This is an optimization exercise on Yosys and OpenROAD, whose aim is small area, not a production implementation.
The RTL was checked by simulation tests, not by an equivalence proof against the original design.
Power figures rest on the tool's default switching activity, not on a simulated workload.

===== flow/design.v =====
module Seven_Segment(
    input wire [3:0] number,
    output reg [6:0] segment
    );
always @*
    case (number)
        4'd0: segment = 7'b0000001;
        4'd1: segment = 7'b1001111;
        4'd2: segment = 7'b0010010;
        4'd3: segment = 7'b0000110;
        4'd4: segment = 7'b1001100;
        4'd5: segment = 7'b0100100;
        4'd6: segment = 7'b0100000;
        4'd7: segment = 7'b0001111;
        4'd8: segment = 7'b0000000;
        4'd9: segment = 7'b0000100;
        default: segment = 7'b1111111;
    endcase
endmodule
module display_segment(
    input [6:0] value,       
    input tens,              
    output [6:0] segment
    );
    function [3:0] mod_10(input [6:0] number);
        begin
            if (number >= 90) mod_10 = 9;
            else if (number >= 80) mod_10 = 8;
            else if (number >= 70) mod_10 = 7;
            else if (number >= 60) mod_10 = 6;
            else if (number >= 50) mod_10 = 5;
            else if (number >= 40) mod_10 = 4;
            else if (number >= 30) mod_10 = 3;
            else if (number >= 20) mod_10 = 2;
            else if (number >= 10) mod_10 = 1;
            else mod_10 = 0;
        end
    endfunction
    wire [3:0] t = mod_10(value);
    wire [6:0] ones = value - t * 7'd10;
    Seven_Segment Dec(.number(tens ? t : ones[3:0]), .segment(segment));
endmodule
module debouncer(
    input clk,
    input rst,
    input [3:0] button,
    output [3:0] debounced_button,
    output [5:0] count0           
    );
    reg [5:0] count0_r;
    reg [2:0] count1, count2, count3;
    reg [3:1] flag;
    always @(posedge clk) begin
      if (rst) begin
        count0_r <= 0; count1 <= 0; count2 <= 0; count3 <= 0;
        flag <= 3'b000;
      end else begin
        if (!button[0]) count0_r <= 6'd0;
        else if (!(count0_r[5] & count0_r[4])) count0_r <= count0_r + 6'd1;
        count1 <= button[1] ? count1 + 3'd1 : 3'd0;
        count2 <= button[2] ? count2 + 3'd1 : 3'd0;
        count3 <= button[3] ? count3 + 3'd1 : 3'd0;
        flag[1] <= button[1] & (flag[1] | (&count1));
        flag[2] <= button[2] & (flag[2] | (&count2));
        flag[3] <= button[3] & (flag[3] | (&count3));
      end
    end
    assign count0 = count0_r;
    assign debounced_button = {flag, |count0_r[5:3]};
endmodule
module signal_controller(
    input clk,
    input rst,
    input start,
    input reset,
    input [2:1] button,
    input [3:0] state,
    input change,              
    output start_countup, reset_countup, btn2_countup, btn1_countup,
    output start_countdown, reset_countdown, btn2_countdown, btn1_countdown,
    output start_alarm, reset_alarm, btn2_alarm, btn1_alarm,
    output start_setup, reset_setup, btn2_setup, btn1_setup,
    output reg reset_clock
);
    reg start_d, reset_d, btn2_d, btn1_d;
    reg changed;                
    always @(posedge clk) begin
        changed <= change;
        if (rst) begin
            start_d <= 0; reset_d <= 0; btn2_d <= 0; btn1_d <= 0;
            reset_clock <= 0;
        end else begin
            start_d <= start; reset_d <= reset;
            btn2_d <= button[2]; btn1_d <= button[1];
            if (state == 4'b0000) reset_clock <= reset;
        end
    end
    wire cup = changed ? (state == 4'b0000) : state[3];
    wire cdn = changed ? state[3] : state[2];
    wire alm = changed ? state[2] : state[1];
    wire stp = changed ? state[1] : state[0];
    assign start_countup = start_d & cup,  reset_countup = reset_d & cup;
    assign btn2_countup = btn2_d & cup,    btn1_countup = btn1_d & cup;
    assign start_countdown = start_d & cdn, reset_countdown = reset_d & cdn;
    assign btn2_countdown = btn2_d & cdn,   btn1_countdown = btn1_d & cdn;
    assign start_alarm = start_d & alm,     reset_alarm = reset_d & alm;
    assign btn2_alarm = btn2_d & alm,       btn1_alarm = btn1_d & alm;
    assign start_setup = start_d & stp,     reset_setup = reset_d & stp;
    assign btn2_setup = btn2_d & stp,       btn1_setup = btn1_d & stp;
endmodule
module clock(
    input clk,
    input rst,
    input reset,
    input alarm_ready,
    input setup_ready,
    input [4:0] alarm_hour,
    input [5:0] alarm_minute,
    input [4:0] setup_hour,
    input [5:0] setup_minute,
    output reg [4:0] hour,
    output reg [5:0] minute,
    output reg [5:0] second,
    output reg [6:0] hundredth,
    output reg alarm_ring
);
    reg [2:0] count;
    reg setup_ready_sync, alarm_ready_sync;
    always @(posedge clk) begin
        if (rst || reset) begin
            setup_ready_sync <= 0;
            alarm_ready_sync <= 0;
            alarm_ring <= 0;
        end else begin
            setup_ready_sync <= setup_ready;
            alarm_ready_sync <= alarm_ready;
            alarm_ring <= alarm_ready_sync && (hour == alarm_hour) && (minute == alarm_minute);
        end
    end
    always @(posedge clk) begin
        if (rst || reset) begin
            hour <= 0; minute <= 0; second <= 0; hundredth <= 0; count <= 0;
        end else if (setup_ready_sync) begin
            hour <= setup_hour; minute <= setup_minute;
            second <= 0; hundredth <= 0; count <= 0;
        end else if (count == 4) begin
            count <= 0;
            if (hundredth == 7'd99) begin
                hundredth <= 0;
                if (second == 6'd59) begin
                    second <= 0;
                    if (minute == 6'd59) begin
                        minute <= 0;
                        hour <= (hour == 5'd23) ? 5'd0 : hour + 5'd1;
                    end else minute <= minute + 6'd1;
                end else second <= second + 6'd1;
            end else hundredth <= hundredth + 7'd1;
        end else count <= count + 3'd1;
    end
endmodule
module count_up(
    input clk,
    input rst,
    input start,
    input reset,
    input save_time_signal,
    input load_time_signal,
    input [1:0] slot,
    output reg [4:0] hour,
    output reg [5:0] minute,
    output reg [5:0] second,
    output reg [6:0] hundredth
);
    reg start_sync;
    reg [2:0] count;
    reg [3:0] valid;
    reg [23:0] stored [3:0];
    wire [3:0] rd = {slot == 2'd3, slot == 2'd2, slot == 2'd1, slot == 2'd0} & valid
                    & {4{load_time_signal}};
    wire [23:0] now = {hour, minute, second, hundredth};
    wire [23:0] held = ({24{rd[0]}} & stored[0]) | ({24{rd[1]}} & stored[1])
                     | ({24{rd[2]}} & stored[2]) | ({24{rd[3]}} & stored[3])
                     | ({24{!load_time_signal}} & now);
    always @(posedge clk) begin
        if (rst || save_time_signal || load_time_signal) start_sync <= 0;
        else start_sync <= start;
    end
    always @(posedge clk) begin
        if (!rst && !reset && save_time_signal)
            stored[slot] <= {hour, minute, second, hundredth};
    end
    always @(posedge clk) begin
        if (rst) valid <= 0;
        else if (!reset && save_time_signal) valid[slot] <= 1'b1;
    end
    wire tick = start_sync && count == 3'd4;
    wire h_wrap = hundredth == 7'd99, s_wrap = second == 6'd59;
    wire m_wrap = minute == 6'd59, hr_wrap = hour == 5'd23;
    wire s_step = tick && h_wrap, m_step = s_step && s_wrap, hr_step = m_step && m_wrap;
    always @(posedge clk) begin
        if (rst || reset) begin
            hour <= 0; minute <= 0; second <= 0; hundredth <= 0; count <= 0;
        end else begin
            hundredth <= tick ? (h_wrap ? 7'd0 : hundredth + 7'd1) : held[6:0];
            second <= s_step ? (s_wrap ? 6'd0 : second + 6'd1) : held[12:7];
            minute <= m_step ? (m_wrap ? 6'd0 : minute + 6'd1) : held[18:13];
            hour <= hr_step ? (hr_wrap ? 5'd0 : hour + 5'd1) : held[23:19];
            if (start_sync) count <= (count == 3'd4) ? 3'd0 : count + 3'd1;
        end
    end
endmodule
module count_down(
    input clk,
    input rst,
    input reset,
    input start,
    input add_minute_signal,
    input add_second_signal,
    output reg [6:0] minute,
    output reg [6:0] second,
    output reg [6:0] hundredth,
    output reg done_signal
);
    reg [2:0] count;
    reg start_sync, add_min_sync, add_sec_sync;
    reg start_first_time;
    reg add_min_last, add_sec_last;
    wire add_min_edge = add_min_sync && (!add_min_last);
    wire add_sec_edge = add_sec_sync && (!add_sec_last);
    wire hz = hundredth == 0, sz = second == 0, mz = minute == 0;
    wire zero = mz && sz && hz;
    function [6:0] step(input [6:0] v, input dn);
        integer i;
        reg c;
        begin
            c = 1'b1;
            for (i = 0; i < 7; i = i + 1) begin
                step[i] = v[i] ^ c;
                c = c & (v[i] ^ dn);
            end
        end
    endfunction
    wire run = !add_min_edge && !add_sec_edge && start_sync;
    wire tick = run && count == 4;
    wire m_dn = tick && hz && sz;
    wire s_up = !add_min_edge && add_sec_edge;
    wire s_dn = tick && hz;
    always @(posedge clk) begin
      if (rst) begin
        add_min_last <= 0; add_sec_last <= 0;
        start_sync <= 0; add_min_sync <= 0; add_sec_sync <= 0;
      end else begin
        add_min_last <= add_min_sync;
        add_sec_last <= add_sec_sync;
        start_sync <= !zero && start;
        add_min_sync <= !start_sync && add_minute_signal;
        add_sec_sync <= !start_sync && add_second_signal;
      end
    end
    always @(posedge clk) begin
        if (rst || reset) begin
            minute <= 0; second <= 0; hundredth <= 0; count <= 0;
            done_signal <= 0; start_first_time <= 0;
        end else begin
            if (m_dn && mz) minute <= 7'd59;
            else if (add_min_edge || m_dn) minute <= step(minute, m_dn);
            if (s_dn && sz) second <= 7'd59;
            else if (s_up || s_dn) second <= step(second, s_dn);
            if (tick) hundredth <= hz ? 7'd99 : hundredth - 7'd1;
            if (run) begin
                start_first_time <= 1;
                done_signal <= 0;
                count <= (count == 4) ? 3'd0 : count + 3'd1;
            end
            else if (!add_min_edge && !add_sec_edge && zero && start_first_time) done_signal <= 1;
        end
    end
endmodule
module alarm(
    input clk,
    input rst,
    input reset,
    input start,
    input add_hour_signal,
    input add_minute_signal,
    output reg [4:0] alarm_hour,
    output reg [5:0] alarm_minute,
    output reg alarm_set
);
    reg add_hour_last, add_min_last;
    wire add_hour_edge = add_hour_last && (!add_hour_signal);
    wire add_min_edge = add_min_last && (!add_minute_signal);
    always @(posedge clk) begin
        if (rst) begin
            add_hour_last <= 0;
            add_min_last <= 0;
        end else begin
            add_hour_last <= add_hour_signal;
            add_min_last <= add_minute_signal;
        end
    end
    always @(posedge clk) begin
        if (rst || reset) begin
            alarm_hour <= 0;
            alarm_minute <= 0;
            alarm_set <= 0;
        end
        else if (start) alarm_set <= 1;
        else if (add_hour_edge) alarm_hour <= (alarm_hour == 5'd23) ? 5'd0 : alarm_hour + 5'd1;
        else if (add_min_edge) alarm_minute <= (alarm_minute == 6'd59) ? 6'd0 : alarm_minute + 6'd1;
    end
endmodule
module setup(
    input clk,
    input rst,
    input reset,
    input start,
    input add_hour_signal,
    input add_minute_signal,
    output reg [4:0] setup_hour,
    output reg [5:0] setup_minute,
    output reg setup_ready
    );
    reg add_hour_last, add_min_last;
    wire add_hour_edge = add_hour_last && (!add_hour_signal);
    wire add_min_edge = add_min_last && (!add_minute_signal);
    reg [4:0] ready_counter;    
    always @(posedge clk) begin
        if (rst) begin
            add_hour_last <= 0;
            add_min_last <= 0;
        end else begin
            add_hour_last <= add_hour_signal;
            add_min_last <= add_minute_signal;
        end
    end
    always @(posedge clk) begin
        if (rst || reset) begin
            setup_hour <= 0;
            setup_minute <= 0;
            setup_ready <= 0;
            ready_counter <= 0;
        end else begin
            if (add_hour_edge) setup_hour <= (setup_hour == 5'd23) ? 5'd0 : setup_hour + 5'd1;
            if (add_min_edge) setup_minute <= (setup_minute == 6'd59) ? 6'd0 : setup_minute + 6'd1;
            if (start && ready_counter == 0) begin
                setup_ready <= 1;
                ready_counter <= 5'd20;
            end else if (ready_counter != 0)
                ready_counter <= ready_counter - 5'd1;
            else if (!start) setup_ready <= 0;
        end
    end
endmodule
module SportWatch(
    input clk,
    input rst,
    input [3:0] btn,
    input [1:0] sw,
    output reg [3:0] mode_led,
    output wire cdown_done_signal,
    output wire alarm_ring,
    output wire alarm_ready,
    output wire [6:0] left_seg,
    output wire [3:0] left_dig,
    output wire [6:0] right_seg,
    output wire [3:0] right_dig
);
    wire [4:0] hour_clock, hour_countup, alarm_hour, setup_hour;
    wire [5:0] minute_clock, minute_countup, alarm_minute, setup_minute;
    wire [5:0] second_clock, second_countup;
    wire [6:0] hundredth_clock, hundredth_countup;
    wire [6:0] minute_countdown, second_countdown, hundredth_countdown;
    wire reset_clock;
    reg start_signal;
    wire start_countup, start_countdown, start_alarm, start_setup;
    reg reset_signal;
    wire reset_countup, reset_countdown, reset_alarm, reset_setup;
    wire load_signal, save_signal;
    wire add_second, add_minute;
    wire add_hour_alarm, add_minute_alarm;
    wire add_hour_setup, add_minute_setup;
    wire [5:0] count0;
    reg held_long;              
    reg reset_active;
    wire setup_ready;
    wire [3:0] button;
    reg button3_last;
    reg [3:0] scan;             
    wire mode_change = button[3] && !button3_last;
    signal_controller SignalController(
        .clk(clk), .rst(rst),
        .start(start_signal), .reset(reset_signal),
        .button(button[2:1]), .state(mode_led), .change(mode_change),
        .start_countup(start_countup), .reset_countup(reset_countup), .btn2_countup(save_signal), .btn1_countup(load_signal),
        .start_countdown(start_countdown), .reset_countdown(reset_countdown), .btn2_countdown(add_minute), .btn1_countdown(add_second),
        .start_alarm(start_alarm), .reset_alarm(reset_alarm), .btn2_alarm(add_hour_alarm), .btn1_alarm(add_minute_alarm),
        .start_setup(start_setup), .reset_setup(reset_setup), .btn2_setup(add_hour_setup), .btn1_setup(add_minute_setup),
        .reset_clock(reset_clock)
    );
    debouncer Debounce(.clk(clk), .rst(rst), .button(btn), .debounced_button(button), .count0(count0));
    clock Clock(
        .clk(clk), .rst(rst), .reset(reset_clock),
        .setup_ready(setup_ready), .alarm_ready(alarm_ready),
        .alarm_hour(alarm_hour), .alarm_minute(alarm_minute),
        .setup_hour(setup_hour), .setup_minute(setup_minute),
        .hour(hour_clock), .minute(minute_clock), .second(second_clock), .hundredth(hundredth_clock),
        .alarm_ring(alarm_ring)
    );
    count_up CountUpMode(
        .clk(clk), .rst(rst), .reset(reset_countup), .start(start_countup),
        .save_time_signal(save_signal), .load_time_signal(load_signal), .slot(sw),
        .hour(hour_countup), .minute(minute_countup), .second(second_countup), .hundredth(hundredth_countup)
    );
    count_down CountDownMode(
        .clk(clk), .rst(rst), .reset(reset_countdown), .start(start_countdown),
        .add_minute_signal(add_minute), .add_second_signal(add_second),
        .minute(minute_countdown), .second(second_countdown), .hundredth(hundredth_countdown),
        .done_signal(cdown_done_signal)
    );
    alarm AlarmMode(
        .clk(clk), .rst(rst), .reset(reset_alarm), .start(start_alarm),
        .add_hour_signal(add_hour_alarm), .add_minute_signal(add_minute_alarm),
        .alarm_hour(alarm_hour), .alarm_minute(alarm_minute), .alarm_set(alarm_ready)
    );
    setup SetupMode(
        .clk(clk), .rst(rst), .reset(reset_setup), .start(start_setup),
        .add_hour_signal(add_hour_setup), .add_minute_signal(add_minute_setup),
        .setup_hour(setup_hour), .setup_minute(setup_minute), .setup_ready(setup_ready)
    );
    wire reset_reached = count0[5] & count0[4];    
    always @(posedge clk) begin
      if (rst) begin
        mode_led <= 4'b0000;
        start_signal <= 0;
        button3_last <= 0;
        held_long <= 0;
        reset_signal <= 0;
        reset_active <= 0;
        scan <= 0;
      end else begin
        scan <= scan + 4'd1;
        if (mode_change) begin
            mode_led <= {mode_led[2:0], ~|mode_led};
            start_signal <= 0;
        end
        button3_last <= button[3];
        held_long <= count0 >= 6'd10;
        if (button[0]) begin
            if (reset_reached) begin
                reset_signal <= 1;
                reset_active <= 1;
                start_signal <= 0;
            end
        end else begin
            if (held_long) begin
                if (!reset_active) start_signal <= ~start_signal;
            end
            else reset_signal <= 0;
            reset_active <= 0;
        end
      end
    end
    reg [6:0] left_value, right_value;
    always @(*) begin
        case (mode_led)
            4'b1000: begin
                left_value  = scan[3] ? hour_countup   : minute_countup;
                right_value = scan[3] ? second_countup : hundredth_countup;
            end
            4'b0100: begin
                left_value  = scan[3] ? 7'd0             : minute_countdown;
                right_value = scan[3] ? second_countdown : hundredth_countdown;
            end
            4'b0010: begin
                left_value  = scan[3] ? hour_clock : minute_clock;
                right_value = scan[3] ? alarm_hour : alarm_minute;
            end
            4'b0001: begin
                left_value  = scan[3] ? hour_clock : minute_clock;
                right_value = scan[3] ? setup_hour : setup_minute;
            end
            default: begin
                left_value  = scan[3] ? hour_clock   : minute_clock;
                right_value = scan[3] ? second_clock : hundredth_clock;
            end
        endcase
    end
    display_segment Dis7SegLeft(.value(left_value), .tens(scan[2]), .segment(left_seg));
    display_segment Dis7SegRight(.value(right_value), .tens(scan[2]), .segment(right_seg));
    assign left_dig = 4'b0001 << scan[3:2];
    assign right_dig = left_dig;
endmodule

===== flow/flow/run.sh =====
#!/bin/bash
# Own layout flow:
#  1. the standard synthesis, unchanged;
#  2. its combinational logic re-mapped for area by ABC, with the registers,
#     their names and their cell types kept: four ABC recipes run side by
#     side and the smallest netlist is used;
#  3. the standard layout, with buf_1 port buffers and a clock tree of
#     clkbuf_4 without dummy loads.
# Each tool writes its full output to a log file here.
set -uo pipefail
W=$(pwd)
R=$W/orfs/results/sky130hd/SportWatch/base
LIB=$FLOW_HOME/platforms/sky130hd/lib/sky130_fd_sc_hd__tt_025C_1v80.lib

bash standard.sh synth > synth.log 2>&1 || { echo "synth failed"; exit 1; }
cp $R/1_2_yosys.v $W/synth_standard.v

DU=""
for c in sky130_fd_sc_hd__probe_p_8 sky130_fd_sc_hd__probec_p_8 sky130_fd_sc_hd__lpflow_bleeder_1 sky130_fd_sc_hd__lpflow_clkbufkapwr_1 sky130_fd_sc_hd__lpflow_clkbufkapwr_16 sky130_fd_sc_hd__lpflow_clkbufkapwr_2 sky130_fd_sc_hd__lpflow_clkbufkapwr_4 sky130_fd_sc_hd__lpflow_clkbufkapwr_8 sky130_fd_sc_hd__lpflow_clkinvkapwr_1 sky130_fd_sc_hd__lpflow_clkinvkapwr_16 sky130_fd_sc_hd__lpflow_clkinvkapwr_2 sky130_fd_sc_hd__lpflow_clkinvkapwr_4 sky130_fd_sc_hd__lpflow_clkinvkapwr_8 sky130_fd_sc_hd__lpflow_decapkapwr_12 sky130_fd_sc_hd__lpflow_decapkapwr_3 sky130_fd_sc_hd__lpflow_decapkapwr_4 sky130_fd_sc_hd__lpflow_decapkapwr_6 sky130_fd_sc_hd__lpflow_decapkapwr_8 sky130_fd_sc_hd__lpflow_inputiso0n_1 sky130_fd_sc_hd__lpflow_inputiso0p_1 sky130_fd_sc_hd__lpflow_inputiso1n_1 sky130_fd_sc_hd__lpflow_inputiso1p_1 sky130_fd_sc_hd__lpflow_inputisolatch_1 sky130_fd_sc_hd__lpflow_isobufsrc_1 sky130_fd_sc_hd__lpflow_isobufsrc_16 sky130_fd_sc_hd__lpflow_isobufsrc_2 sky130_fd_sc_hd__lpflow_isobufsrc_4 sky130_fd_sc_hd__lpflow_isobufsrc_8 sky130_fd_sc_hd__lpflow_isobufsrckapwr_16 sky130_fd_sc_hd__lpflow_lsbuf_lh_hl_isowell_tap_1 sky130_fd_sc_hd__lpflow_lsbuf_lh_hl_isowell_tap_2 sky130_fd_sc_hd__lpflow_lsbuf_lh_hl_isowell_tap_4 sky130_fd_sc_hd__lpflow_lsbuf_lh_isowell_4 sky130_fd_sc_hd__lpflow_lsbuf_lh_isowell_tap_1 sky130_fd_sc_hd__lpflow_lsbuf_lh_isowell_tap_2 sky130_fd_sc_hd__lpflow_lsbuf_lh_isowell_tap_4 sky130_fd_sc_hd__fill_1 sky130_fd_sc_hd__fill_2 sky130_fd_sc_hd__fill_4 sky130_fd_sc_hd__fill_8 ; do DU="$DU -dont_use $c"; done

recipe() {
  case $1 in
    1) printf 'strash\n&get -n\n&deepsyn -T 60 -S 1\n&put\ndch -f\namap\n&get -n\n&dch -f\n&nf -a -R 1000\n&put\n' ;;
    2) printf 'strash\n&get -n\n&deepsyn -T 60 -S 2\n&dch -f\n&nf -a -R 1000\n&put\n' ;;
    3) printf 'strash\n&get -n\n&deepsyn -T 60 -S 3\n&put\ndch -f\nmap -a\n&get -n\n&dch\n&nf -a -R 1000\n&put\n' ;;
    4) printf 'strash\n&get -n\n&deepsyn -T 60 -S 4\n&put\ndch -f\namap\n&get -n\n&dch -f\n&nf -a -R 1000\n&put\n' ;;
  esac
}

for i in 1 2 3 4; do
  recipe $i > resynth_$i.abc
  cat > resynth_$i.ys <<EOY
read_liberty -ignore_miss_func $LIB
read_verilog $W/synth_standard.v
hierarchy -top SportWatch
setattr -mod -set keep_hierarchy 1 sky130_fd_sc_hd__df* sky130_fd_sc_hd__edf* sky130_fd_sc_hd__sdf* sky130_fd_sc_hd__dl*
flatten
opt_clean -purge
abc -liberty $LIB $DU -script $W/resynth_$i.abc SportWatch
opt_clean -purge
setundef -zero
hilomap -singleton -hicell sky130_fd_sc_hd__conb_1 HI -locell sky130_fd_sc_hd__conb_1 LO
splitnets
opt_clean -purge
insbuf -buf sky130_fd_sc_hd__buf_4 A X
select SportWatch
tee -o $W/resynth_$i.stat stat -liberty $LIB
write_verilog -noattr -nohex -nodec -selected $W/resynth_$i.v
EOY
  timeout 600 yosys -s resynth_$i.ys > resynth_$i.log 2>&1 &
done
wait

best=""; best_area=""
for i in 1 2 3 4; do
  a=$(grep "Chip area for module" resynth_$i.stat 2>/dev/null | head -1 | awk '{print $NF}')
  if [ -s resynth_$i.v ] && grep -q "^module SportWatch" resynth_$i.v && [ -n "$a" ]; then
    echo "recipe $i: area $a" >> resynth_choice.log
    if [ -z "$best" ] || awk "BEGIN{exit !($a < $best_area)}"; then best=$i; best_area=$a; fi
  fi
done
if [ -n "$best" ]; then
  echo "using recipe $best" >> resynth_choice.log
  cp resynth_$best.v $R/1_2_yosys.v
  rm -f $R/1_synth.odb
else
  echo "resynthesis failed, keeping the standard netlist" >> resynth_choice.log
fi

bash standard.sh \
  BUFFER_PORTS_ARGS="-buffer_cell sky130_fd_sc_hd__buf_1" \
  CTS_ARGS="-sink_clustering_enable -repair_clock_nets -dont_use_dummy_load -buf_list sky130_fd_sc_hd__clkbuf_4 -sink_clustering_size 10 -sink_clustering_max_diameter 40" \
  finish > finish.log 2>&1 || { echo "layout failed"; exit 1; }

===== flow/standard.sh =====
#!/bin/bash
# synth_recipe.tcl (not shown) runs the flow's synth.tcl, then flattens the netlist and writes it again
# the make line also repeats each setting of config.mk as NAME=value (left out here)
make -C /OpenROAD-flow-scripts/flow DESIGN_CONFIG=/design/flow/config.mk WORK_HOME=/design/flow/orfs CLKGATE_MAP_FILE= SYNTH_SCRIPT=/design/flow/synth_recipe.tcl "${@:-finish}"

===== flow/config.mk =====
export PLATFORM = sky130hd
export DESIGN_NAME = SportWatch
export DESIGN_NICKNAME = SportWatch
export VERILOG_FILES = /design/flow/design.v
export SDC_FILE = /design/flow/constraint.sdc
export NUM_CORES = 4
export LEC_CHECK = 0
export CAP_MARGIN = 10
export CORE_MARGIN = 2
export CORE_UTILIZATION = 35
export SLEW_MARGIN = 10

===== flow/constraint.sdc =====
create_clock -name core_clock -period 10.0 [get_ports {clk}]
set_input_delay 2.0000 -clock core_clock [delete_from_list [all_inputs] [get_ports {clk}]]
set_output_delay 2.0000 -clock core_clock [all_outputs]
set_load 0.01 [all_outputs]

==> impl_metrics.ini, run 1 <==
[critical_path]
path_buf_inv = 4
critPathLaunchType = register
path_delay_family = compound AO/OA/AOI/OAI gates
worstPathRequired_ns = 8.00
arrival_ns = 5.59
worstPathMaxFanout = 24
criticalPathCategory = register to output pin
worst_path_largest_cell_delay_ns = 0.58
cp_slowest_cell = dfxtp_1
endpoint_kind = output pin

[clock_network]
clk_path_buf_depth = 3
numCtsBuffers = 38
cts_tree = yes
htree_levels = 2
cts.sinks = 259
cts_hold_buf = 0
clkTransAtPathRegs_ns = 0.11
cts_setup_buffers = 0
cts_resized = 0
clock_tree.root_cell = clkbuf_4
clk_latency_ns = 0.66

[placement]
io_buffers = 36
place_area_um2 = 11600
gp_congestion = 0.906
dp_hpwl_um = 19100
place_inst = 1530

[floorplan]
pin_count = 37
fp-row-count = 64
dieHeight_um = 180
coreArea_um2 = 30600
initial_core_util_pct = 35.6
die_area_um2 = 32600
die_x_um = 180

[sta]
slew_viol_final = 0
layout_min_cycle_time_ns = 7.59
skew_ns = 0.0637
finalSetupViolations = 0
fmax_ghz = 0.132
setup_tns_ns = 0
worst_pin_slew_ns = 1.07
slew_headroom_pct = 28.1
rsz0062_at_grt = no
period_share_pct = 75.9
finalHoldViolations = 0

[drt]
first_pass_iters = 7
first_iter_violations = 839
route.detailed.drc = 0
dr_wl_met3_um = 1410
dr_total_vias = 8727
dr.max_layer_used = met4
wl_met2_um = 13000
wl_met1_um = 12700
totalWireLength_um = 27700
ant_nets = 0
via_per_inst = 5.56
wl_per_cell_um = 17.7

[power]
powerDensity_nw_per_um2 = 146
irDropWorstVdd_mv = 0.0898
power_leakage_uw = 0.00403

[global_routing]
grt_usage_pct = 16.9
antenna_found_initial = 2
grt_pass1_vias = 8221
grt_max_degree = 30
grt_pass1_wl_um = 44500
overflow = 0

[status]
status = no timing/DRC/antenna violations

[yosys]
ys_warn_count = 10
post_synth_inst_count = 1092
syn_area_um2 = 10900
synth_nets = 1100
synth_area_per_cell_um2 = 9.98

[final_layout]
nets = 1182
drive_gt1_share_pct = 5.20
register_area_um2 = 6150
area_growth_pct = 9.30
final_cells = 1570
multi_input_area_um2 = 4670
fin_area_um2 = 11900
final.fill_count = 3062

[hold_path]
min_path_type = register to register

[job]
cap_violations = 0
-- worst register-to-register path, stage by stage, from the launching register on --
cell and delay, ns:
dfxtp_1 0.58, or4_1 0.30, a21oi_1 0.17, a21oi_1 0.57, nand2_1 0.27, nor4b_1 0.63, nand2_1 0.26, nor3_1 0.50
and3_1 0.32, a21oi_1 0.12, a221o_1 0.36
-- registers in the layout, summed over array words and instances, names as in the netlist, 5 cells and up --
name,cells
AlarmMode.alarm_hour,5
AlarmMode.alarm_minute,6
Clock.hour,5
Clock.hundredth,7
Clock.minute,6
Clock.second,6
CountDownMode.hundredth,7
CountDownMode.minute,7
CountDownMode.second,7
CountUpMode.hour,5
CountUpMode.hundredth,7
CountUpMode.minute,6
CountUpMode.second,6
CountUpMode.stored,96
Debounce.count0_r,6
SetupMode.ready_counter,5
SetupMode.setup_hour,5
SetupMode.setup_minute,6
-- where the power goes --
part / switching (uW) / internal [uW]
Combinational: 65.6 / 40.4
Sequential: 19.3 / 1100
Clock: 332 / 175
-- stage by stage --
step	util, %	total power [uW]	hold slack (ns)	worst slack (ns)
after global placement	38.0	1250	0.429	3.42
final	38.9	1740	0.440	2.41
after CTS	38.9	1760	0.444	2.45
after floorplan	-	1220	0.413	2.00
after global routing	38.9	1820	0.467	1.76
after detailed placement	38.0	1250	0.439	3.19
-- layout make-up --
cell class	instances	share of cell area, %
Antenna cell	2	0.0420
Clock buffer	38	2.40
Inverter	19	0.599
Multi-Input combinational cell	806	39.2
Sequential cell	259	51.6
Tap cell	396	4.16
Timing Repair Buffer	50	2.02
-- layer usage --
metal	vias to the layer above	track usage (%)
met3	53	3.42
met1	4200	22.5
met2	188	28.1
met5	-	0
li1	4286	-
met4	0	4.61
-- placed cells by master (no fill, tap or decap), types with 19 or more instances in the layout --
master    instances
dfxtp_1         163
nand2b_1         19
o21ai_0          49
nor2_1          117
a222oi_1         30
and3_1           29
edfxtp_1         96
a22oi_1          22
a21oi_1          95
nand2_1         132
nand3_1          26
clkbuf_4         38
buf_1            36
clkinv_1         19
xnor2_1          20
and2_0           19
nor3_1           47
-- final timing paths --
| check | startpoint | end | slack [ns] | cells past startpoint |
|---|---|---|---|---|
| hold / removal | start_signal | SignalController.start_d | 0.44 | 2 |
| setup reg to reg | mode_led[2] | CountUpMode.hour[4] | 5.78 | 10 |
| setup / recovery | mode_led[2] | right_seg[5] | 2.41 | 25 |
| hold reg to reg | start_signal | SignalController.start_d | 0.44 | 2 |
==> run 2: changes to the inputs <==
--- a/flow/design.v
+++ b/flow/design.v
@@ -324,7 +324,9 @@
     reg add_hour_last, add_min_last;
     wire add_hour_edge = add_hour_last && (!add_hour_signal);
     wire add_min_edge = add_min_last && (!add_minute_signal);
-    reg [4:0] ready_counter;    
+    reg [4:0] ready_counter;
+    wire ready_fb = (ready_counter[3] & ready_counter[4])
+                  | (ready_counter[0] & !ready_counter[3] & !ready_counter[4]);
     always @(posedge clk) begin
         if (rst) begin
             add_hour_last <= 0;
@@ -345,10 +347,11 @@
             if (add_min_edge) setup_minute <= (setup_minute == 6'd59) ? 6'd0 : setup_minute + 6'd1;
             if (start && ready_counter == 0) begin
                 setup_ready <= 1;
-                ready_counter <= 5'd20;
-            end else if (ready_counter != 0)
-                ready_counter <= ready_counter - 5'd1;
-            else if (!start) setup_ready <= 0;
+                ready_counter <= 5'b00001;
+            end else begin
+                ready_counter <= {ready_counter[3:0], ready_fb};    
+                if (ready_counter == 0) setup_ready <= 0;           
+            end
         end
     end
 endmodule
--- a/flow/flow/run.sh
+++ b/flow/flow/run.sh
@@ -20,10 +20,10 @@
 
 recipe() {
   case $1 in
-    1) printf 'strash\n&get -n\n&deepsyn -T 60 -S 1\n&put\ndch -f\namap\n&get -n\n&dch -f\n&nf -a -R 1000\n&put\n' ;;
-    2) printf 'strash\n&get -n\n&deepsyn -T 60 -S 2\n&dch -f\n&nf -a -R 1000\n&put\n' ;;
-    3) printf 'strash\n&get -n\n&deepsyn -T 60 -S 3\n&put\ndch -f\nmap -a\n&get -n\n&dch\n&nf -a -R 1000\n&put\n' ;;
-    4) printf 'strash\n&get -n\n&deepsyn -T 60 -S 4\n&put\ndch -f\namap\n&get -n\n&dch -f\n&nf -a -R 1000\n&put\n' ;;
+    1) printf 'strash\n&get -n\n&deepsyn -T 90 -S 1\n&put\ndch -f\namap\n&get -n\n&dch -f\n&nf -a -R 1000\n&put\n' ;;
+    2) printf 'strash\n&get -n\n&deepsyn -T 90 -S 2\n&dch -f\n&nf -a -R 1000\n&put\n' ;;
+    3) printf 'strash\n&get -n\n&deepsyn -T 90 -S 3\n&put\ndch -f\nmap -a\n&get -n\n&dch\n&nf -a -R 1000\n&put\n' ;;
+    4) printf 'strash\n&get -n\n&deepsyn -T 90 -S 4\n&put\ndch -f\namap\n&get -n\n&dch -f\n&nf -a -R 1000\n&put\n' ;;
   esac
 }
 
==> impl_metrics.ini, run 2 <==
[final_layout]
largest_reg_flops = 96
layout_common_cells = 163 x dfxtp_1, 129 x nand2_1, 119 x nor2_1
nets = 1179
area_growth_pct = 9.10
final_util_pct = 38.7
final.fill_count = 3062
final_common_cell = dfxtp_1
drive_gt1_share_pct = 4.88
top_register = CountUpMode.stored
num_antenna_cells = 0
final_cells = 1565

[critical_path]
worst_path_largest_cell_delay_ns = 0.54
endpoint_kind = output pin
criticalPathCategory = register to output pin
worst_r2r_startpoint = CountDownMode.add_min_sync
critPathLaunchType = register
path_delay_family = compound AO/OA/AOI/OAI gates
reg2reg_slack_ns = 5.87
arrival_ns = 6.03
cp_slowest_cell = a221oi_1
path_buf_inv = 2
worstPathMaxFanout = 10
worstPathRequired_ns = 8.00
r2r-end = CountDownMode.second[6]
reg2regPathDepth = 16

[clock_network]
cts_setup_buffers = 0
cts_hold_buf = 0
cts.sinks = 259
clkTransAtPathRegs_ns = 0.09
cts_resized = 0
clock_tree.root_cell = clkbuf_4
clk_path_buf_depth = 3
cts_tree = yes
clk_latency_ns = 0.62
htree_levels = 2
numCtsBuffers = 37

[global_routing]
grt_pass1_wl_um = 43400
grt_max_degree = 28
grt_pass1_vias = 8104
antenna_found_initial = 0
grt_usage_pct = 16.6
overflow = 0

[drt]
totalWireLength_um = 27400
route.detailed.drc = 0
ant_nets = 0
via_per_inst = 5.55
wl_per_cell_um = 17.5
dr_total_vias = 8688
first_pass_iters = 8
first_iter_violations = 829

[power]
powerDensity_nw_per_um2 = 141
power_leakage_uw = 0.00390
irDropWorstVdd_mv = 0.0901
total_power_uw = 1660

[placement]
io_buffers = 36
gp_congestion = 0.915
dpl_worst_slack_ns = 2.71
place_inst = 1528
dp_hpwl_um = 19000

[yosys]
synth_nets = 1099
post_synth_inst_count = 1091
synth_area_per_cell_um2 = 9.93
ys_warn_count = 10
syn_area_um2 = 10800

[sta]
period_share_pct = 80.3
slew_headroom_pct = 42.3
fmax_ghz = 0.125
layout_min_cycle_time_ns = 8.03
slew_viol_final = 0
finalHoldViolations = 0
skew_ns = 0.0562
worst_pin_slew_ns = 0.864
finalSetupViolations = 0
rsz0062_at_grt = no
worst_slack_ns = 1.97
setup_tns_ns = 0

[hold_path]
whs_path_depth = 1
min_from = button3_last
min_to = SignalController.changed
min_path_type = register to register

[floorplan]
die_x_um = 180
dieHeight_um = 180
pin_count = 37
initial_core_util_pct = 35.5
die_area_um2 = 32400
coreArea_um2 = 30500
fp-row-count = 64

[job]
cap_violations = 0

[status]
status = no timing/DRC/antenna violations
run 2: per-stage QoR:
step | hold slack (ns) | instance area (um^2)
3_5_place_dp | 0.407 | 11500
5_1_grt | 0.459 | 11800
2_1_floorplan | 0.386 | 10800
6_report | 0.421 | 11800
3_3_place_gp | 0.403 | 11500
4_1_cts | 0.420 | 11800
run 2: worst max-delay path by stage:
stage,startpoint,to,slack [ns],depth (start not counted)
after detailed placement,mode_led[0],left_seg[0],2.71,29
after global placement,mode_led[0],left_seg[0],2.86,30
after global routing,mode_led[1],left_seg[0],1.09,30
after floorplan,mode_led[2],left_seg[0],2.14,28
final,mode_led[1],left_seg[0],1.97,29
after CTS,mode_led[0],left_seg[0],1.98,29
run 2: layout make-up:
type / instances / area [um^2] / area share (%)
sequential: 259 / 6150 / 52.0
multi-input combinational: 802 / 4580 / 38.8
tap: 396 / 495 / 4.19
clock buffer: 37 / 278 / 2.35
timing repair buffer: 49 / 233 / 1.97
inverter: 22 / 82.6 / 0.699
run 2: worst register-to-register path: stages, from the launching register on:
cell      delay, ns
dfxtp_1        0.31
nor2b_1        0.21
a21oi_1        0.24
nand2_1        0.15
or4b_1         0.64
or3_1          0.40
nor2_1         0.16
nand2b_1       0.12
or2_0          0.29
or3_1          0.39
nor2_1         0.11
nor2_1         0.04
a21oi_1        0.31
nor2b_1        0.30
a21oi_1        0.10
a211oi_1       0.19
a31o_1         0.12
run 2: per-layer routing:
metal	global-route usage [%]	up-vias	wire length, um
met4	4.88	0	558
met1	21.9	4118	12200
met2	28.1	252	12900
met3	2.53	46	1670
li1	-	4272	-
met5	0	-	0
run 2: report_power, final:
group / switching [uW] / total, uW / internal, uW
Sequential: 8.44 / 1100 / 1090
Combinational: 43.0 / 65.0 / 22.0
Clock: 325 / 496 / 171
==> run 3: changes to the inputs <==
==> flow/flow/run.sh (replaced) <==
#!/bin/bash
# Own layout flow:
#  1. the standard synthesis, unchanged;
#  2. its combinational logic re-mapped for area by ABC, with the registers,
#     their names and their cell types kept: two rounds, each running four
#     ABC recipes side by side on the best netlist so far and keeping the
#     smallest result;
#  3. the standard layout, with buf_1 port buffers and a clock tree of
#     clkbuf_4 without dummy loads.
# Each tool writes its full output to a log file here.
set -uo pipefail
W=$(pwd)
R=$W/orfs/results/sky130hd/SportWatch/base
LIB=$FLOW_HOME/platforms/sky130hd/lib/sky130_fd_sc_hd__tt_025C_1v80.lib

bash standard.sh synth > synth.log 2>&1 || { echo "synth failed"; exit 1; }
cp $R/1_2_yosys.v $W/synth_standard.v

DU=""
for c in sky130_fd_sc_hd__probe_p_8 sky130_fd_sc_hd__probec_p_8 sky130_fd_sc_hd__lpflow_bleeder_1 sky130_fd_sc_hd__lpflow_clkbufkapwr_1 sky130_fd_sc_hd__lpflow_clkbufkapwr_16 sky130_fd_sc_hd__lpflow_clkbufkapwr_2 sky130_fd_sc_hd__lpflow_clkbufkapwr_4 sky130_fd_sc_hd__lpflow_clkbufkapwr_8 sky130_fd_sc_hd__lpflow_clkinvkapwr_1 sky130_fd_sc_hd__lpflow_clkinvkapwr_16 sky130_fd_sc_hd__lpflow_clkinvkapwr_2 sky130_fd_sc_hd__lpflow_clkinvkapwr_4 sky130_fd_sc_hd__lpflow_clkinvkapwr_8 sky130_fd_sc_hd__lpflow_decapkapwr_12 sky130_fd_sc_hd__lpflow_decapkapwr_3 sky130_fd_sc_hd__lpflow_decapkapwr_4 sky130_fd_sc_hd__lpflow_decapkapwr_6 sky130_fd_sc_hd__lpflow_decapkapwr_8 sky130_fd_sc_hd__lpflow_inputiso0n_1 sky130_fd_sc_hd__lpflow_inputiso0p_1 sky130_fd_sc_hd__lpflow_inputiso1n_1 sky130_fd_sc_hd__lpflow_inputiso1p_1 sky130_fd_sc_hd__lpflow_inputisolatch_1 sky130_fd_sc_hd__lpflow_isobufsrc_1 sky130_fd_sc_hd__lpflow_isobufsrc_16 sky130_fd_sc_hd__lpflow_isobufsrc_2 sky130_fd_sc_hd__lpflow_isobufsrc_4 sky130_fd_sc_hd__lpflow_isobufsrc_8 sky130_fd_sc_hd__lpflow_isobufsrckapwr_16 sky130_fd_sc_hd__lpflow_lsbuf_lh_hl_isowell_tap_1 sky130_fd_sc_hd__lpflow_lsbuf_lh_hl_isowell_tap_2 sky130_fd_sc_hd__lpflow_lsbuf_lh_hl_isowell_tap_4 sky130_fd_sc_hd__lpflow_lsbuf_lh_isowell_4 sky130_fd_sc_hd__lpflow_lsbuf_lh_isowell_tap_1 sky130_fd_sc_hd__lpflow_lsbuf_lh_isowell_tap_2 sky130_fd_sc_hd__lpflow_lsbuf_lh_isowell_tap_4 sky130_fd_sc_hd__fill_1 sky130_fd_sc_hd__fill_2 sky130_fd_sc_hd__fill_4 sky130_fd_sc_hd__fill_8 ; do DU="$DU -dont_use $c"; done

recipe() {   # recipe <kind> <seed>
  case $1 in
    a) printf 'strash\n&get -n\n&deepsyn -T 60 -S %s\n&put\ndch -f\namap\n&get -n\n&dch -f\n&nf -a -R 1000\n&put\n' $2 ;;
    b) printf 'strash\n&get -n\n&deepsyn -T 60 -S %s\n&dch -f\n&nf -a -R 1000\n&put\n' $2 ;;
    c) printf 'strash\n&get -n\n&deepsyn -T 60 -S %s\n&put\ndch -f\nmap -a\n&get -n\n&dch\n&nf -a -R 1000\n&put\n' $2 ;;
  esac
}

resynth() {  # resynth <input netlist> <tag> <kind> <seed>
  recipe $3 $4 > resynth_$2.abc
  cat > resynth_$2.ys <<EOY
read_liberty -ignore_miss_func $LIB
read_verilog $1
hierarchy -top SportWatch
setattr -mod -set keep_hierarchy 1 sky130_fd_sc_hd__df* sky130_fd_sc_hd__edf* sky130_fd_sc_hd__sdf* sky130_fd_sc_hd__dl*
flatten
opt_clean -purge
abc -liberty $LIB $DU -script $W/resynth_$2.abc SportWatch
opt_clean -purge
setundef -zero
hilomap -singleton -hicell sky130_fd_sc_hd__conb_1 HI -locell sky130_fd_sc_hd__conb_1 LO
splitnets
opt_clean -purge
insbuf -buf sky130_fd_sc_hd__buf_4 A X
select SportWatch
tee -o $W/resynth_$2.stat stat -liberty $LIB
write_verilog -noattr -nohex -nodec -selected $W/resynth_$2.v
EOY
  timeout 600 yosys -s resynth_$2.ys > resynth_$2.log 2>&1
}

best_v=$W/synth_standard.v; best_area=""
pick() {     # pick <tags...>: keep the smallest valid netlist
  for t in "$@"; do
    a=$(grep "Chip area for module" resynth_$t.stat 2>/dev/null | head -1 | awk '{print $NF}')
    if [ -s resynth_$t.v ] && grep -q "^module SportWatch" resynth_$t.v && [ -n "$a" ]; then
      echo "recipe $t: area $a" >> resynth_choice.log
      if [ -z "$best_area" ] || awk "BEGIN{exit !($a < $best_area)}"; then best_v=$W/resynth_$t.v; best_area=$a; fi
    fi
  done
  echo "best so far: $best_v $best_area" >> resynth_choice.log
}

src=$best_v
resynth $src 1a a 1 & resynth $src 1b b 2 & resynth $src 1c c 3 & resynth $src 1d a 4 &
wait
pick 1a 1b 1c 1d
src=$best_v
resynth $src 2a a 5 & resynth $src 2b a 6 & resynth $src 2c c 7 & resynth $src 2d b 8 &
wait
pick 2a 2b 2c 2d

if [ "$best_v" != "$W/synth_standard.v" ]; then
  cp $best_v $R/1_2_yosys.v
  rm -f $R/1_synth.odb
else
  echo "resynthesis failed, keeping the standard netlist" >> resynth_choice.log
fi

bash standard.sh \
  BUFFER_PORTS_ARGS="-buffer_cell sky130_fd_sc_hd__buf_1" \
  CTS_ARGS="-sink_clustering_enable -repair_clock_nets -dont_use_dummy_load -buf_list sky130_fd_sc_hd__clkbuf_4 -sink_clustering_size 10 -sink_clustering_max_diameter 40" \
  finish > finish.log 2>&1 || { echo "layout failed"; exit 1; }
==> impl_metrics.ini, run 3 <==
[status]
status = no timing/DRC/antenna violations

[critical_path]
path_buf_inv = 2
reg2regPathDepth = 16
worst_r2r_startpoint = CountDownMode.add_min_sync
arrival_ns = 6.03
worst_path_largest_cell_delay_ns = 0.54
worstPathMaxFanout = 10
worstPathRequired_ns = 8.00
path_delay_family = compound AO/OA/AOI/OAI gates
critPathLaunchType = register
reg2reg_slack_ns = 5.87
endpoint_kind = output pin
cp_slowest_cell = a221oi_1
criticalPathCategory = register to output pin
r2r-end = CountDownMode.second[6]

[yosys]
syn_area_um2 = 10800
post_synth_inst_count = 1091
synth_nets = 1099
ys_warn_count = 10
synth_area_per_cell_um2 = 9.93

[hold_path]
min_from = button3_last
whs_path_depth = 1
min_to = SignalController.changed
min_path_type = register to register

[final_layout]
nets = 1179
top_register = CountUpMode.stored
final_common_cell = dfxtp_1
largest_reg_flops = 96
num_antenna_cells = 0
layout_common_cells = 163 x dfxtp_1, 129 x nand2_1, 119 x nor2_1
area_growth_pct = 9.10
multi_input_area_um2 = 4580
register_area_um2 = 6150
final.fill_count = 3062
final_cells = 1565
fin_area_um2 = 11800
drive_gt1_share_pct = 4.88

[power]
power.switching_uw = 376
p_clk_share_pct = 29.8
sw_frac_of_total_pct = 22.6
irDropWorstVdd_mv = 0.0901
combPwrFrac_pct = 3.9
seqPwrFrac_pct = 66.3
intPower_uw = 1290
powerDensity_nw_per_um2 = 141
power_leakage_uw = 0.00390

[placement]
dpl_worst_slack_ns = 2.71
dp_hpwl_um = 19000
place_inst = 1528
gp_congestion = 0.915
io_buffers = 36
place_area_um2 = 11500

[global_routing]
grt_use_met2_pct = 28.1
grtUsageMet3_pct = 2.53
grt.busiest_layer = met2
antenna_found_initial = 0
grt_max_degree = 28
met1_usage_pct = 21.9
overflow = 0
grt_usage_pct = 16.6
grt_pass1_vias = 8104
grt_pass1_wl_um = 43400

[floorplan]
fp-row-count = 64
pin_count = 37
die_x_um = 180
coreArea_um2 = 30500
die_area_um2 = 32400
initial_core_util_pct = 35.5
dieHeight_um = 180

[sta]
worst_pin_slew_ns = 0.864
skew_ns = 0.0562
hold_ws_ns = 0.421
worst_slack_ns = 1.97
period_share_pct = 80.3
slew_viol_final = 0
finalHoldViolations = 0
layout_min_cycle_time_ns = 8.03
rsz0062_at_grt = no
setup_tns_ns = 0
finalSetupViolations = 0
slew_headroom_pct = 42.3
fmax_ghz = 0.125

[clock_network]
clkTransAtPathRegs_ns = 0.09
cts.sinks = 259
clock_tree.root_cell = clkbuf_4
numCtsBuffers = 37
clk_latency_ns = 0.62
clk_path_buf_depth = 3
cts_setup_buffers = 0
cts_hold_buf = 0
htree_levels = 2
cts_resized = 0
cts_tree = yes

[drt]
first_pass_iters = 8
route.detailed.drc = 0
first_iter_violations = 829
via_per_inst = 5.55
totalWireLength_um = 27400
ant_nets = 0
dr_total_vias = 8688
wl_per_cell_um = 17.5

[job]
cap_violations = 0
==> run 3: worst max-delay path by stage <==
stage	endpoint	cells after the start	start	slack, ns
4_1_cts	left_seg[0]	29	mode_led[0]	1.98
3_5_place_dp	left_seg[0]	29	mode_led[0]	2.71
2_1_floorplan	left_seg[0]	28	mode_led[2]	2.14
6_report	left_seg[0]	29	mode_led[1]	1.97
3_3_place_gp	left_seg[0]	30	mode_led[0]	2.86
5_1_grt	left_seg[0]	30	mode_led[1]	1.09
==> run 3: power by group through the flow <==
| stage | clock network (uW) | registers [uW] | logic, uW |
|---|---|---|---|
| 6_report | 496 | 1100 | 65.0 |
| 5_1_grt | 558 | 1100 | 73.7 |
| 4_1_cts | 513 | 1100 | 65.9 |
| 3_5_place_dp | 0 | 1130 | 65.7 |
| 3_3_place_gp | 0 | 1130 | 64.7 |
| 2_1_floorplan | 0 | 1120 | 44.7 |
==> run 3: layer usage <==
metal	part of all wire (%)	wire length (um)	vias up
met4	2.0	558	0
met3	6.1	1670	46
met1	45	12200	4118
met2	47	12900	252
met5	0	0	-
li1	-	-	4272
==> run 3: final cells by class <==
type | instances | share of cell area (%)
timing repair buffer | 49 | 1.97
inverter | 22 | 0.699
multi-input combinational | 802 | 38.8
sequential | 259 | 52.0
clock buffer | 37 | 2.35
tap | 396 | 4.19
==> run 3: through the flow <==
stage	util, %	power [uW]
global placement	37.8	1190
detailed placement	37.8	1190
finish	38.7	1660
floorplan	-	1170
global route	38.7	1730
CTS	38.7	1680
==> run 4: changes to the inputs <==
--- a/flow/design.v
+++ b/flow/design.v
@@ -464,31 +464,19 @@
         end
       end
     end
-    reg [6:0] left_value, right_value;
-    always @(*) begin
-        case (mode_led)
-            4'b1000: begin
-                left_value  = scan[3] ? hour_countup   : minute_countup;
-                right_value = scan[3] ? second_countup : hundredth_countup;
-            end
-            4'b0100: begin
-                left_value  = scan[3] ? 7'd0             : minute_countdown;
-                right_value = scan[3] ? second_countdown : hundredth_countdown;
-            end
-            4'b0010: begin
-                left_value  = scan[3] ? hour_clock : minute_clock;
-                right_value = scan[3] ? alarm_hour : alarm_minute;
-            end
-            4'b0001: begin
-                left_value  = scan[3] ? hour_clock : minute_clock;
-                right_value = scan[3] ? setup_hour : setup_minute;
-            end
-            default: begin
-                left_value  = scan[3] ? hour_clock   : minute_clock;
-                right_value = scan[3] ? second_clock : hundredth_clock;
-            end
-        endcase
-    end
+    wire m_cup = mode_led[3], m_cdn = mode_led[2], m_alm = mode_led[1], m_stp = mode_led[0];
+    wire m_clk = ~(m_cup | m_cdn | m_alm | m_stp);
+    wire hi = scan[3], lo = ~scan[3];
+    wire [6:0] left_value =
+          ({7{m_cup & hi}} & {2'b00, hour_countup}) | ({7{m_cup & lo}} & {1'b0, minute_countup})
+        | ({7{m_cdn & lo}} & minute_countdown)
+        | ({7{~m_cup & ~m_cdn & hi}} & {2'b00, hour_clock}) | ({7{~m_cup & ~m_cdn & lo}} & {1'b0, minute_clock});
+    wire [6:0] right_value =
+          ({7{m_cup & hi}} & {1'b0, second_countup}) | ({7{m_cup & lo}} & hundredth_countup)
+        | ({7{m_cdn & hi}} & second_countdown) | ({7{m_cdn & lo}} & hundredth_countdown)
+        | ({7{m_alm & hi}} & {2'b00, alarm_hour}) | ({7{m_alm & lo}} & {1'b0, alarm_minute})
+        | ({7{m_stp & hi}} & {2'b00, setup_hour}) | ({7{m_stp & lo}} & {1'b0, setup_minute})
+        | ({7{m_clk & hi}} & {1'b0, second_clock}) | ({7{m_clk & lo}} & hundredth_clock);
     display_segment Dis7SegLeft(.value(left_value), .tens(scan[2]), .segment(left_seg));
     display_segment Dis7SegRight(.value(right_value), .tens(scan[2]), .segment(right_seg));
     assign left_dig = 4'b0001 << scan[3:2];
==> impl_metrics.ini, run 4 <==
[status]
status = no timing/DRC/antenna violations

[drt]
first_iter_violations = 724
wl_per_cell_um = 17.6
via_per_inst = 5.51
ant_nets = 0
route.detailed.drc = 0
dr_total_vias = 8440
totalWireLength_um = 27000
first_pass_iters = 9

[yosys]
synth_area_per_cell_um2 = 10.0
syn_area_um2 = 10700
ys_warn_count = 10
synth_nets = 1073
post_synth_inst_count = 1065

[critical_path]
endpoint_kind = output pin
worstPathRequired_ns = 8.00
criticalPathCategory = register to output pin
critPathLaunchType = register
reg2regPathDepth = 12
worst_r2r_startpoint = mode_led[2]
arrival_ns = 5.29
worstPathMaxFanout = 13
r2r-end = CountUpMode.hour[4]
reg2reg_slack_ns = 5.65

[global_routing]
overflow = 0
grt_pass1_wl_um = 42700
antenna_found_initial = 2
grt_pass1_vias = 7806
grt_max_degree = 31
grt_usage_pct = 17.1

[hold_path]
whs_path_depth = 1
min_from = button3_last
min_to = SignalController.changed
min_path_type = register to register

[placement]
dpl_worst_slack_ns = 3.48
place_inst = 1495
gp_congestion = 0.923
dp_hpwl_um = 18600
io_buffers = 36

[floorplan]
die_x_um = 179
fp-row-count = 63
die_area_um2 = 32000
dieHeight_um = 179
coreArea_um2 = 29900
pin_count = 37
initial_core_util_pct = 35.8

[final_layout]
area_growth_pct = 8.89
nets = 1152
largest_reg_flops = 96
final_cells = 1533
layout_common_cells = 163 x dfxtp_1, 142 x nand2_1, 110 x a21oi_1
final_common_cell = dfxtp_1
final.fill_count = 2964
top_register = CountUpMode.stored
drive_gt1_share_pct = 4.64

[sta]
fmax_ghz = 0.137
finalSetupViolations = 0
finalHoldViolations = 0
layout_min_cycle_time_ns = 7.29
setup_tns_ns = 0
period_share_pct = 72.9
skew_ns = 0.0779
slew_headroom_pct = 29.4
rsz0062_at_grt = no
worst_pin_slew_ns = 1.05
slew_viol_final = 0
worst_slack_ns = 2.71

[clock_network]
cts_tree = yes
clk_path_buf_depth = 3
numCtsBuffers = 37
clk_latency_ns = 0.63
cts.sinks = 259
cts_hold_buf = 0
cts_setup_buffers = 0
cts_resized = 0
clkTransAtPathRegs_ns = 0.10
clock_tree.root_cell = clkbuf_4
htree_levels = 2

[power]
powerDensity_nw_per_um2 = 142
power_leakage_uw = 0.00406
irDropWorstVdd_mv = 0.0851

[job]
cap_violations = 0
run 4: worst max path at each step:
stage                start           end  slack, ns  depth (start not counted)
6_report       mode_led[2]   left_seg[5]       2.71                         23
5_1_grt        mode_led[2]   left_seg[5]       2.20                         23
4_1_cts        mode_led[2]   left_seg[5]       2.75                         23
3_5_place_dp   mode_led[2]   left_seg[5]       3.48                         23
3_3_place_gp   mode_led[2]   left_seg[5]       3.65                         23
2_1_floorplan  mode_led[3]  right_seg[5]       3.47                         19
run 4: through the flow:
step	cell area [um^2]	hold WS, ns	power [uW]	util (%)
global placement	11400	0.405	1180	38.0
detailed placement	11400	0.410	1190	38.0
floorplan	10700	0.386	1160	-
CTS	11600	0.405	1680	39.0
finish	11600	0.399	1660	39.0
global route	11600	0.433	1730	39.0
run 4: per-layer routing:
metal / part of all wire, % / track usage (%) / up-vias
li1: - / - / 4166
met2: 46 / 27.6 / 216
met1: 46 / 23.4 / 4002
met3: 5.9 / 2.93 / 56
met5: 0 / 0 / -
met4: 2.5 / 5.18 / 0
run 4: area by class of cell:
class,instances,area [um^2],area share (%)
Sequential cell,259,6150,52.8
Clock buffer,37,278,2.39
Inverter,16,60.1,0.516
Antenna cell,1,2.50,0.0215
Tap cell,390,488,4.19
Multi-Input combinational cell,782,4450,38.2
Timing Repair Buffer,48,225,1.93
run 4: where the power goes:
part           switching (uW)  leakage (uW)  total (uW)  internal (uW)
registers                7.43       0.00213        1100           1090
logic                    41.4       0.00176        61.1           19.7
clock network             324      0.000170         495            171
run 4: worst max-delay path, cell delays in order, from the launching register on:
cell	delay, ns
dfxtp_1	0.43
nor2_1	0.55
a21oi_1	0.23
nor2_1	0.15
a41oi_1	0.08
or3_1	0.42
nand2_1	0.08
a21oi_1	0.06
o31ai_1	0.12
nand2_1	0.11
xnor2_1	0.24
nor2b_1	0.27
clkinv_1	0.10
a21oi_1	0.21
nor3_1	0.10
a21oi_1	0.13
o21ai_0	0.15
or2_0	0.28
nand2_1	0.12
o21ai_0	0.11
or2_0	0.25
nand2b_1	0.16
o21ai_0	0.14
buf_1	0.16
==> run 5: changes to the inputs <==
--- a/flow/flow/run.sh
+++ b/flow/flow/run.sh
@@ -2,7 +2,7 @@
 # Own layout flow:
 #  1. the standard synthesis, unchanged;
 #  2. its combinational logic re-mapped for area by ABC, with the registers,
-#     their names and their cell types kept: two rounds, each running four
+#     their names and their cell types kept: three rounds, each running four
 #     ABC recipes side by side on the best netlist so far and keeping the
 #     smallest result;
 #  3. the standard layout, with buf_1 port buffers and a clock tree of
@@ -21,9 +21,9 @@
 
 recipe() {   # recipe <kind> <seed>
   case $1 in
-    a) printf 'strash\n&get -n\n&deepsyn -T 60 -S %s\n&put\ndch -f\namap\n&get -n\n&dch -f\n&nf -a -R 1000\n&put\n' $2 ;;
-    b) printf 'strash\n&get -n\n&deepsyn -T 60 -S %s\n&dch -f\n&nf -a -R 1000\n&put\n' $2 ;;
-    c) printf 'strash\n&get -n\n&deepsyn -T 60 -S %s\n&put\ndch -f\nmap -a\n&get -n\n&dch\n&nf -a -R 1000\n&put\n' $2 ;;
+    a) printf 'strash\n&get -n\n&deepsyn -T 120 -S %s\n&put\ndch -f\namap\n&get -n\n&dch -f\n&nf -a -R 1000\n&put\n' $2 ;;
+    b) printf 'strash\n&get -n\n&deepsyn -T 120 -S %s\n&dch -f\n&nf -a -R 1000\n&put\n' $2 ;;
+    c) printf 'strash\n&get -n\n&deepsyn -T 120 -S %s\n&put\ndch -f\nmap -a\n&get -n\n&dch\n&nf -a -R 1000\n&put\n' $2 ;;
   esac
 }
 
@@ -70,6 +70,10 @@
 resynth $src 2a a 5 & resynth $src 2b a 6 & resynth $src 2c c 7 & resynth $src 2d b 8 &
 wait
 pick 2a 2b 2c 2d
+src=$best_v
+resynth $src 3a a 9 & resynth $src 3b c 10 & resynth $src 3c a 11 & resynth $src 3d b 12 &
+wait
+pick 3a 3b 3c 3d
 
 if [ "$best_v" != "$W/synth_standard.v" ]; then
   cp $best_v $R/1_2_yosys.v
==> impl_metrics.ini, run 5 <==
[status]
status = no timing/DRC/antenna violations

[global_routing]
grt_pass1_wl_um = 42900
grt_pass1_vias = 7938
overflow = 0
antenna_found_initial = 0
grt_max_degree = 30
grt_usage_pct = 17.2

[clock_network]
numCtsBuffers = 36
clkTransAtPathRegs_ns = 0.11
cts_hold_buf = 0
htree_levels = 2
cts.sinks = 259
cts_resized = 0
cts_setup_buffers = 0
cts_tree = yes
clk_latency_ns = 0.62
clk_path_buf_depth = 3
clock_tree.root_cell = clkbuf_4

[final_layout]
final_common_cell = dfxtp_1
drive_gt1_share_pct = 4.90
largest_reg_flops = 96
multi_input_area_um2 = 4510
final_util_pct = 38.5
layout_common_cells = 163 x dfxtp_1, 129 x nand2_1, 120 x nor2_1
nets = 1153
num_antenna_cells = 0
final.fill_count = 3089
register_area_um2 = 6150
area_growth_pct = 9.08
top_register = CountUpMode.stored

[drt]
ant_nets = 0
route.detailed.drc = 0
first_pass_iters = 9
totalWireLength_um = 27200
dr_total_vias = 8533
wl_per_cell_um = 17.7
via_per_inst = 5.54
first_iter_violations = 669

[power]
total_power_uw = 1670
intPower_uw = 1280
power.switching_uw = 386
p_clk_share_pct = 29.7
combPwrFrac_pct = 4.1
sw_frac_of_total_pct = 23.1
irDropWorstVdd_mv = 0.0882
powerDensity_nw_per_um2 = 143
power_leakage_uw = 0.00392
seqPwrFrac_pct = 66.2

[hold_path]
min_from = CountDownMode.start_sync
min_to = CountDownMode.add_min_sync
min_path_type = register to register
whs_path_depth = 1

[sta]
finalSetupViolations = 0
slew_headroom_pct = 34.8
slew_viol_final = 0
worst_pin_slew_ns = 0.977
skew_ns = 0.0417
fmax_ghz = 0.128
period_share_pct = 78.4
setup_tns_ns = 0
layout_min_cycle_time_ns = 7.84
rsz0062_at_grt = no
finalHoldViolations = 0

[floorplan]
fp-row-count = 64
die_x_um = 179
pin_count = 37
initial_core_util_pct = 35.3
die_area_um2 = 32100
coreArea_um2 = 30400
dieHeight_um = 179

[yosys]
synth_area_per_cell_um2 = 10.1
post_synth_inst_count = 1066
ys_warn_count = 10
synth_nets = 1074
syn_area_um2 = 10700

[critical_path]
arrival_ns = 5.84
reg2regPathDepth = 21
criticalPathCategory = register to output pin
worst_r2r_startpoint = CountDownMode.add_min_sync
critPathLaunchType = register
reg2reg_slack_ns = 5.54
worstPathRequired_ns = 8.00
r2r-end = CountDownMode.minute[6]
endpoint_kind = output pin
worstPathMaxFanout = 28

[placement]
dp_hpwl_um = 18300
io_buffers = 36
gp_congestion = 0.870

[job]
cap_violations = 0
==> run 5: cell types whose count changed in the layout (fill, tap and decap cells not counted), sizes merged, moves of 6 or more <==
cell	change
a21o	+8
a21oi	-21
a221oi	+8
and2	+15
nand2	-13
nor2	+14
o21ai	-16
o22ai	+12
xnor2	-6
==> run 5: through the flow <==
step,hold slack (ns),cell area [um^2],setup slack [ns],std cells
final,0.447,11700,2.16,1539
after global routing,0.464,11700,1.60,1539
after CTS,0.443,11700,2.18,1539
after detailed placement,0.407,11400,2.88,1503
after global placement,0.406,11400,3.08,1503
after floorplan,0.386,10700,2.98,1066
==> run 5: critical path, stage by stage, from the launching register on <==
cell and delay, ns:
dfxtp_1 0.97, nor2_1 0.30, a21oi_1 0.35, a21boi_0 0.18, a21o_1 0.24, nand2_1 0.09, a21oi_1 0.07, a221oi_1 0.31
and3_1 0.24, nor2_1 0.06, and2_0 0.17, o21ai_0 0.26, and2_0 0.24, nor3_1 0.06, a221oi_1 0.44, and2_0 0.28
nor2b_1 0.09, a21oi_1 0.17, o21ai_0 0.14, or2_0 0.27, o22ai_1 0.13, buf_1 0.18
==> run 5: worst max path at each step <==
stage	end	slack, ns	depth (start not counted)	from
finish	left_seg[5]	2.16	21	mode_led[3]
global route	left_seg[5]	1.60	20	mode_led[3]
CTS	left_seg[5]	2.18	21	mode_led[3]
detailed placement	left_seg[5]	2.88	21	mode_led[3]
global placement	left_seg[5]	3.08	21	mode_led[3]
floorplan	right_seg[5]	2.98	16	mode_led[2]
==> run 5: area by class of cell <==
type / instances / share of cell area [%]
Sequential cell: 259 / 52.4
Inverter: 18 / 0.577
Multi-Input combinational cell: 781 / 38.5
Clock buffer: 36 / 2.31
Timing Repair Buffer: 49 / 1.99
Tap cell: 396 / 4.23
==> run 5: power by group through the flow <==
stage / registers, uW / clock network (uW) / logic (uW)
CTS: 1100 / 515 / 68.8
detailed placement: 1130 / 0 / 68.5
global placement: 1130 / 0 / 67.6
floorplan: 1130 / 0 / 46.9
finish: 1100 / 497 / 68.6
global route: 1110 / 553 / 79.0
==> run 5: routing by layer <==
metal	wire, um	part of all wire [%]	GRT usage (%)	vias up
met5	0	0	0	-
met4	616	2.3	4.94	0
met3	1690	6.2	3.12	53
met2	12300	45	27.6	211
met1	12600	46	23.6	4093
li1	-	-	-	4176

static timing again, ports no longer ideal:
Ports are ideal in the flow. The routed layouts listed here were re-timed in OpenROAD. Step 1 sets driving cells, clkbuf_16 on the clock port and buf_2 on the other inputs (assumed; they add their load-dependent delay and slew). Step 2 times the ports against the registers' clock, not the clock port: input delays grow and output delays shrink by t, the midpoint of the rising clock arrivals with the driver on. Three values: ideal ports, drivers, drivers and shift; two values: the first two.
run | t, ns | setup WS [ns] | worst setup path at the end | latest minus earliest clock arrival (ns)
run 1 | 0.674 | 2.414 / 2.373 / 3.047 | register to output | 0.069 / 0.068
run 2 | 0.641 | 1.969 / 1.933 / 2.575 | register to output | 0.081 / 0.081
run 3 | 0.641 | 1.969 / 1.933 / 2.575 | register to output | 0.081 / 0.081
run 4 | 0.644 | 2.706 / 2.666 / 3.310 | register to output | 0.108 / 0.108
run 5 | 0.633 | 2.164 / 2.126 / 2.760 | register to output | 0.050 / 0.049
After both steps setup and hold are still met in every run listed.
